Source: an optimization exercise on an open RTL-to-GDS flow (aim: small area, a short achievable clock period and few clock cycles per item). Production flows keep margins and buffers that such runs may drop.
Function was checked by simulation only, so behaviour that the tests miss may differ from the original.
Power is estimated from default activity; no workload was simulated.

[flow/config.mk]
export PLATFORM = sky130hd
export DESIGN_NAME = top_lvl
export DESIGN_NICKNAME = top_lvl
export VERILOG_FILES = /design/flow/design.v
export SDC_FILE = /design/flow/constraint.sdc
export NUM_CORES = 4
export LEC_CHECK = 0
export CAP_MARGIN = 20
export CORE_MARGIN = 2
export CORE_UTILIZATION = 40
export SLEW_MARGIN = 20
[flow/constraint.sdc]
create_clock -name core_clock -period 17.0 [get_ports {clk}]
set_input_delay 3.4000 -clock core_clock [delete_from_list [all_inputs] [get_ports {clk}]]
set_output_delay 3.4000 -clock core_clock [all_outputs]
set_load 0.01 [all_outputs]
[flow/design.v]
package calculator_pkg;
    parameter DATA_W = 32;
    parameter MEM_WORD_SIZE = 64;
    parameter ADDR_W = 10;
    typedef enum logic [3:0] {
        S_IDLE,
        S_READ,
        S_READ2,
        S_ADD,
        S_ADD2,
        S_WRITE,
        S_END
    } state_t;
    typedef enum logic {LOWER, UPPER} buffer_loc_t;
endpackage
module full_adder (
    input logic a,
    input logic b,
    input logic cin,
    output logic s,
    output logic cout
);
    assign {cout, s} = a + b + cin;
endmodule
module adder32 #(
    parameter int DATA_W = 32
)(
    input logic [DATA_W - 1 : 0]    a_i,  
    input logic [DATA_W - 1 : 0]    b_i,  
    input logic                     c_i,  
    output logic                    c_o,  
    output logic [DATA_W - 1 : 0]   sum_o  
);
    logic [DATA_W:0] carries;
    assign carries[0] = c_i;
    assign c_o = carries[DATA_W];
    generate
        genvar i;
		for (i = 0; i < DATA_W; i = i+1) begin
          full_adder fa_inst (
            .a (a_i[i]), 
            .b (b_i[i]), 
            .cin (carries[i]),
            .s (sum_o[i]), 
            .cout (carries[i+1])
            );
		end
    endgenerate
endmodule
module result_buffer (
    input logic     clk_i,                           
    input logic     rst_i,                           
    input logic     [calculator_pkg::DATA_W-1 : 0] result_i,         
    input logic     loc_sel,                         
    output logic    [calculator_pkg::MEM_WORD_SIZE-1 : 0] buffer_o  
);
    logic [calculator_pkg::MEM_WORD_SIZE-1 : 0] internal_buffer;
    always_ff @(posedge clk_i) begin
        if(rst_i) begin 
            internal_buffer <= 0;
        end else begin 
            if(loc_sel == 1) begin 
                internal_buffer[calculator_pkg::MEM_WORD_SIZE-1:calculator_pkg::DATA_W] <= result_i;
            end else begin 
                internal_buffer[calculator_pkg::DATA_W-1:0] <= result_i;
            end 
        end 
    end
    assign buffer_o = internal_buffer;
endmodule
module controller (
  	input  logic              clk_i,
    input  logic              rst_i,
    input  logic [calculator_pkg::ADDR_W-1:0] read_start_addr,
    input  logic [calculator_pkg::ADDR_W-1:0] read_end_addr,
    input  logic [calculator_pkg::ADDR_W-1:0] write_start_addr,
    input  logic [calculator_pkg::ADDR_W-1:0] write_end_addr,
    output logic 						write,
	output logic 						read,
    output logic [calculator_pkg::ADDR_W-1:0]			w_addr,
    output logic [calculator_pkg::MEM_WORD_SIZE-1:0]	w_data,
    output logic [calculator_pkg::ADDR_W-1:0]			r_addr,
    input  logic [calculator_pkg::MEM_WORD_SIZE-1:0]	r_data,
    output logic buffer_control,
  	output logic [calculator_pkg::DATA_W-1:0] op_a,
    output logic [calculator_pkg::DATA_W-1:0] op_b,
	output logic carry_in,	 
	input  logic carry_out,  
    input  logic [calculator_pkg::MEM_WORD_SIZE-1:0] buff_result,
	output logic done
);
	logic [calculator_pkg::DATA_W-1:0] cycle_count;
	always_ff @(posedge clk_i) begin
		if (rst_i)
			cycle_count <= 0;
		else
			cycle_count <= cycle_count + 1'b1;
	end
    calculator_pkg::state_t state, next;
	logic [calculator_pkg::ADDR_W-1:0] op_a_addr, op_b_addr, w_ptr;
  	logic [calculator_pkg::MEM_WORD_SIZE-1:0] op_a_reg;
	logic [calculator_pkg::MEM_WORD_SIZE-1:0] op_b_reg; 
	logic carry_reg;
	logic [calculator_pkg::DATA_W-1:0] op_a_lower, op_a_upper;
	logic [calculator_pkg::DATA_W-1:0] op_b_lower, op_b_upper;
	assign op_a_lower = op_a_reg[calculator_pkg::DATA_W-1:0];
	assign op_a_upper = op_a_reg[calculator_pkg::MEM_WORD_SIZE-1:calculator_pkg::DATA_W];
	assign op_b_lower = op_b_reg[calculator_pkg::DATA_W-1:0];
	assign op_b_upper = op_b_reg[calculator_pkg::MEM_WORD_SIZE-1:calculator_pkg::DATA_W];
	logic [calculator_pkg::DATA_W-1:0] r_data_lower, r_data_upper;
	assign r_data_lower = r_data[calculator_pkg::DATA_W-1:0];
	assign r_data_upper = r_data[calculator_pkg::MEM_WORD_SIZE-1:calculator_pkg::DATA_W];
	logic [calculator_pkg::ADDR_W-1:0] read_mid_addr;
	assign read_mid_addr = read_start_addr + ((read_end_addr - read_start_addr + 1) >> 1);
	always_comb begin
		case (state)
			calculator_pkg::S_IDLE:      next = calculator_pkg::S_READ;   
			calculator_pkg::S_READ:      next = calculator_pkg::S_READ2;   
			calculator_pkg::S_READ2:     next = calculator_pkg::S_ADD; 
			calculator_pkg::S_ADD:		 next = calculator_pkg::S_ADD2;
			calculator_pkg::S_ADD2:		 next = calculator_pkg::S_WRITE;
			calculator_pkg::S_WRITE: begin
				if (op_a_addr >= read_mid_addr - 1)
					next = calculator_pkg::S_END;
				else
					next = calculator_pkg::S_READ;
				end
			calculator_pkg::S_END: next = calculator_pkg::S_END;
			default: next = calculator_pkg::S_IDLE;
		endcase
	end
	always_ff @(posedge clk_i) begin
		if (rst_i) begin
			op_a_addr <= read_start_addr;
			op_b_addr <= read_mid_addr;
			w_ptr <= write_start_addr;
			op_a_reg <= '0;
			op_b_reg <= '0;
			carry_reg <= '0;
			state <= calculator_pkg::S_IDLE;
		end
		else begin
			state <= next;
			case (state)
				calculator_pkg::S_READ2: begin
					op_a_reg <= r_data;
				end
				calculator_pkg::S_ADD: begin
					op_b_reg <= r_data;
					carry_reg <= carry_out;
				end
				calculator_pkg::S_ADD2: begin
				end
				calculator_pkg::S_WRITE: begin
  					op_a_addr <= op_a_addr + 1'b1;
					op_b_addr <= op_b_addr + 1'b1;
					w_ptr <= w_ptr + 1'b1;
					carry_reg <= 1'b0;
				end
			endcase
		end
	end
	assign done = (state == calculator_pkg::S_END);
	always_comb begin
       	write = 1'b0;
		read  = 1'b0;
    	r_addr = op_a_addr;   
    	w_addr = w_ptr;
		w_data = buff_result;
    	op_a   = '0;
    	op_b   = '0;
    	carry_in = 1'b0;
		buffer_control = calculator_pkg::LOWER;  
        case (state)  
            calculator_pkg::S_IDLE: begin
            end
			calculator_pkg::S_READ: begin
 				read = 1'b1;
				r_addr = op_a_addr;
			end
			calculator_pkg::S_READ2: begin
				read = 1'b1;
				r_addr = op_b_addr;
			end			
			calculator_pkg::S_ADD: begin
				op_a = op_a_reg[calculator_pkg::DATA_W-1:0];
				op_b = r_data[calculator_pkg::DATA_W-1:0];
				carry_in = 1'b0;
				buffer_control = calculator_pkg::LOWER;
			end
			calculator_pkg::S_ADD2: begin
				op_a = op_a_reg[calculator_pkg::MEM_WORD_SIZE-1:calculator_pkg::DATA_W];
				op_b = op_b_reg[calculator_pkg::MEM_WORD_SIZE-1:calculator_pkg::DATA_W];
				carry_in = carry_reg; 
				buffer_control = calculator_pkg::UPPER;
			end
			calculator_pkg::S_WRITE: begin
				write = 1'b1;
				w_data = buff_result;
				w_addr = w_ptr;
			end
            calculator_pkg::S_END: begin
            end
        endcase
    end
endmodule
module top_lvl (
    input  logic                 clk,
    input  logic                 rst,
    input  logic [calculator_pkg::ADDR_W-1:0]    read_start_addr,
    input  logic [calculator_pkg::ADDR_W-1:0]    read_end_addr,
    input  logic [calculator_pkg::ADDR_W-1:0]    write_start_addr,
    input  logic [calculator_pkg::ADDR_W-1:0]    write_end_addr,
    output logic                     mem_en,
    output logic                     mem_we,
    output logic [calculator_pkg::ADDR_W-1:0]        mem_addr,
    output logic [calculator_pkg::MEM_WORD_SIZE-1:0] mem_wdata,
    input  logic [calculator_pkg::MEM_WORD_SIZE-1:0] mem_rdata,
    output logic                 done
);
    logic                       write, read;
	logic [calculator_pkg::ADDR_W-1:0]          r_addr, w_addr;
    logic [calculator_pkg::MEM_WORD_SIZE-1:0]   r_data;
    logic [calculator_pkg::MEM_WORD_SIZE-1:0]   w_data;
    logic [31:0]                op_a, op_b;
    logic                       carry_in, carry_out;
    logic                       buffer_control;
    logic [calculator_pkg::MEM_WORD_SIZE-1:0]   buffer_word;
    assign r_data    = mem_rdata;
    assign mem_wdata = buffer_word;
    assign mem_addr  = write ? w_addr : r_addr;
    assign mem_en    = read | write;
    assign mem_we    = write;
	controller u_ctrl (
        .clk_i              (clk),
        .rst_i              (rst),
        .read_start_addr    (read_start_addr),
        .read_end_addr      (read_end_addr),
        .write_start_addr   (write_start_addr),
        .write_end_addr     (write_end_addr),
        .write              (write),
        .w_addr             (w_addr),
        .w_data             (w_data),
        .read               (read),
        .r_addr             (r_addr),
        .r_data             (r_data),
        .buffer_control     (buffer_control),
        .op_a               (op_a),
        .op_b               (op_b),
        .carry_in           (carry_in),
        .carry_out          (carry_out),
        .buff_result        (buffer_word),
        .done               (done)
    );
    logic [calculator_pkg::DATA_W-1:0] sum32;
    adder32 u_adder (
        .a_i    (op_a),
        .b_i    (op_b),
        .c_i    (carry_in),
        .c_o    (carry_out),
        .sum_o  (sum32)
    );
    result_buffer u_resbuf (
        .clk_i       (clk),
        .rst_i       (rst),
        .result_i    (sum32),
        .loc_sel     (buffer_control),
        .buffer_o    (buffer_word)
    );
endmodule
[flow/run.sh]
#!/bin/bash
# synth_recipe.tcl (not shown) runs the flow's synth.tcl, then flattens the netlist and writes it again
# the make line also repeats each setting of config.mk as NAME=value (left out here)
make -C /OpenROAD-flow-scripts/flow DESIGN_CONFIG=/design/flow/config.mk WORK_HOME=/design/flow/orfs CLKGATE_MAP_FILE= SYNTH_SCRIPT=/design/flow/synth_recipe.tcl finish
==> flow_metrics.tcl <==
set metrics [dict create \
    status "timing/DRC/antenna clean" \
    combPwrFrac_pct 35.2 \
    cts_tree "built" \
    drt_iter0_drc 466 \
    grt_max_degree 126 \
    met1_usage_pct 27.2 \
    synthArstFlopShare_pct 0 \
    nFillCells 2345 \
    path_common_cell "fa_2" \
    avgRoutedWirePerCell_um 15.5 \
    clock_sinks 194 \
    dp.cells 1548 \
    grt_use_met2_pct 29.1 \
    fin_crit_sh_pct 97.5 \
    ys.flop_type "dfxtp_1" \
    p_seq_share_pct 38.3 \
    drc_errors 0 \
    syn_area_per_cell_sq_um 8.79 \
    initial_core_util_pct 40.6 \
    netlist_instances 1119 \
    numCtsBuffers 17 \
    worstSkewPairLatency_ps 430 \
    path_max_fanout 2 \
    core_sq_um 24200 \
    gp_congestion 0.846 \
    drt_pass1_iterations 5 \
    p_per_area_nw_per_um2 127 \
    grt_pass1_vias 7563 \
    worst_ep_required_time_ps 17340 \
    busiest_layer "met2" \
    grt_pass1_wl_um 39700 \
    cp_slowest_cell "fa_1" \
    die_area_sq_um 25900 \
    ys_ff_latch 194 \
    finalClockSkew_ps 13.3 \
    die_y_um 161 \
    seqCellArea_sq_um 4180 \
    grt.overflow.total 0 \
    fmax_ghz 0.0603 \
    hold_path_class "flip-flop to flip-flop" \
    crit_path_end_kind "flip-flop" \
    ys_types 46 \
    root_buffer "clkbuf_16" \
    switching_share_pct 34.6 \
    synth_nets 1300 \
    cts_max_path_buffers 2 \
    layout-drive-gt1-share_pct 5.82 \
    multi_input_area_sq_um 5340 \
    path_class "input pin to flip-flop" \
    ir_drop_v 0.0000633 \
    cpPeakStageDelay_ps 520 \
    p_int_mw 1.03 \
    ys_warn_count 2 \
    row_count 57 \
    slew_viol_final 0 \
    yosysSeqAreaShare_pct 42.5 \
    cp_data_arrival_time_ps 16910 \
    io_buffers 172 \
    vias 8124 \
    netlist_area_sq_um 9840 \
    p_sw_mw 0.547 \
    via_per_inst 5.14 \
    fin_cells 1580 \
    synth_edf_count 30 \
    die_x_um 161 \
    grt_setup_unrepaired "false" \
    hold_violations 0 \
    hpwl_um 16800 \
    critPathLaunchType "input pin" \
    antenna_found_initial 1 \
    relSlewSlack_pct 33.1 \
    fin_crit_ps 16570 \
    setup_viol 0 \
    tns_ps 0 \
    static-leakage-power_nw 4.28 \
    track_usage_pct 18.9 \
    area_growth_pct 26.2 \
    drtAntennaViolNets 0 \
    ctsHoldBuffers 0 \
    pin_count 183 \
    power.clock.fraction_pct 26.5 \
    tightestPinTransition_ps 1000 \
    wl_um 24400 \
    htreeDepth 4 \
    grt_use_met3_pct 3.10 \
    fin_nets 1424 \
    cap_violations 0 \
    clk_pin_slew_worst_paths_ps 70 \
]
## layout make-up
type	instances	share of cell area, %
antenna	1	0.0201
clock buffer	23	4.03
clock inverter	8	0.887
inverter	22	0.665
multi-input combinational	827	43.0
sequential	194	33.7
tap	324	3.26
timing repair buffer	181	14.4
## timing repair
item,CTS,global route
hold endpoints to repair,0,0
setup buffers,0,0
endpoints found under the setup margin,5,3
resized for setup,14,6
pin swaps,2,2
## cells in the final DEF (no fill, tap or decap), types with 20 or more instances in the layout
master | Yosys | routed
xor2_1 | 28 | 28
a211oi_1 | 67 | 66
nor2_1 | 79 | 78
ha_1 | 41 | 41
dfxtp_1 | 164 | 164
edfxtp_1 | 30 | 30
o21ai_0 | 38 | 38
xnor2_1 | 20 | 20
a22oi_1 | 60 | 60
clkdlybuf4s50_1 | 0 | 171
nand2_1 | 242 | 241
nand3_1 | 22 | 22
inv_1 | 22 | 22
a21oi_1 | 118 | 118
## synth_stat cells, types with 28 or more instances
master	n	share of area (%)
a211oi_1	67	5.1
a21oi_1	118	6.0
a22oi_1	60	4.6
clkbuf_1	70	2.7
dfxtp_1	164	33
edfxtp_1	30	9.2
fa_1	34	6.9
ha_1	41	5.2
nand2_1	242	9.2
nor2_1	79	3.0
o21ai_0	38	1.9
xor2_1	28	2.5
## power by group through the flow
stage	clock network [mW]	logic, mW	registers, mW
floorplan	0	0.355	0.615
global placement	0	0.553	0.613
detailed placement	0	0.559	0.615
CTS	0.427	0.562	0.605
global route	0.446	0.622	0.616
finish	0.419	0.557	0.605
## through the flow
step	hold slack, ps	setup WS [ps]	cell area [sq um]	total power [mW]	util, %
5_1_grt	469	14.1	12400	1.68	51.2
4_1_cts	453	48.2	12400	1.59	51.1
3_3_place_gp	442	-953	11800	1.17	48.5
3_5_place_dp	444	-1030	11800	1.17	48.5
2_1_floorplan	436	205	9840	0.970	-
6_report	450	429	12400	1.58	51.2
## final timing paths
kind              cells after the start                        start  slack (ps)                      endpoint
setup reg to reg                     38              u_ctrl.state[2]        2560  u_resbuf.internal_buffer[63]
hold / removal                        2  u_resbuf.internal_buffer[1]         450   u_resbuf.internal_buffer[1]
setup / recovery                     36                 mem_rdata[0]         430  u_resbuf.internal_buffer[63]
hold reg to reg                       2  u_resbuf.internal_buffer[1]         450   u_resbuf.internal_buffer[1]
## per-layer routing
| layer | routed length, um | vias to the layer above |
|---|---|---|
| met1 | 12000 | 3774 |
| li1 | - | 4137 |
| met2 | 11000 | 185 |
| met4 | 488 | 0 |
| met5 | 0 | - |
| met3 | 982 | 28 |
## kinds of logic after synthesis
logic type / synth area share, %
AND/OR/NAND/NOR: 15.3
AO/OA/AOI/OAI: 20.4
flip-flops: 42.5
XOR/XNOR: 4.27
multiplexers: 1.46
adder cells (fa/ha/maj): 12.1
buffers and inverters: 3.89
## critical path, delay by kind of cell
kind	cells	cell delay (ps)
adders and majority gates	32	12570
buffers and inverters	2	560
AOI/OAI and AO/OA	2	380
Testbench counts, summed over its fixed seeds: cycles 45,854, items 9,158.

static timing again, ports no longer ideal:
In the flow no input, the clock included, has a driving cell. The finished layout below was timed again as built, in two steps.
Step 1 (the two cells are an assumption about what drives the block):
set clk [get_ports {clk}]
set_driving_cell -lib_cell sky130_fd_sc_hd__clkbuf_16 $clk
set_driving_cell -lib_cell sky130_fd_sc_hd__buf_2 [delete_from_list [all_inputs] $clk]
Step 2 also shifts input and output timing later by t, the mid clock arrival at the registers, as if the neighbouring blocks saw the same clock.
Slacks: ideal ports / drivers / drivers and shift; pairs: ideal ports / drivers.
t (ns): 0.470
setup slack, ns: 0.429 / 0.452 / -0.017
worst setup path at the end: input to register
Met with ideal ports but missed after step 2: setup timing in this run. The setup slack of this run moves by +0.023 ns with the drivers and by -0.446 ns with both steps.
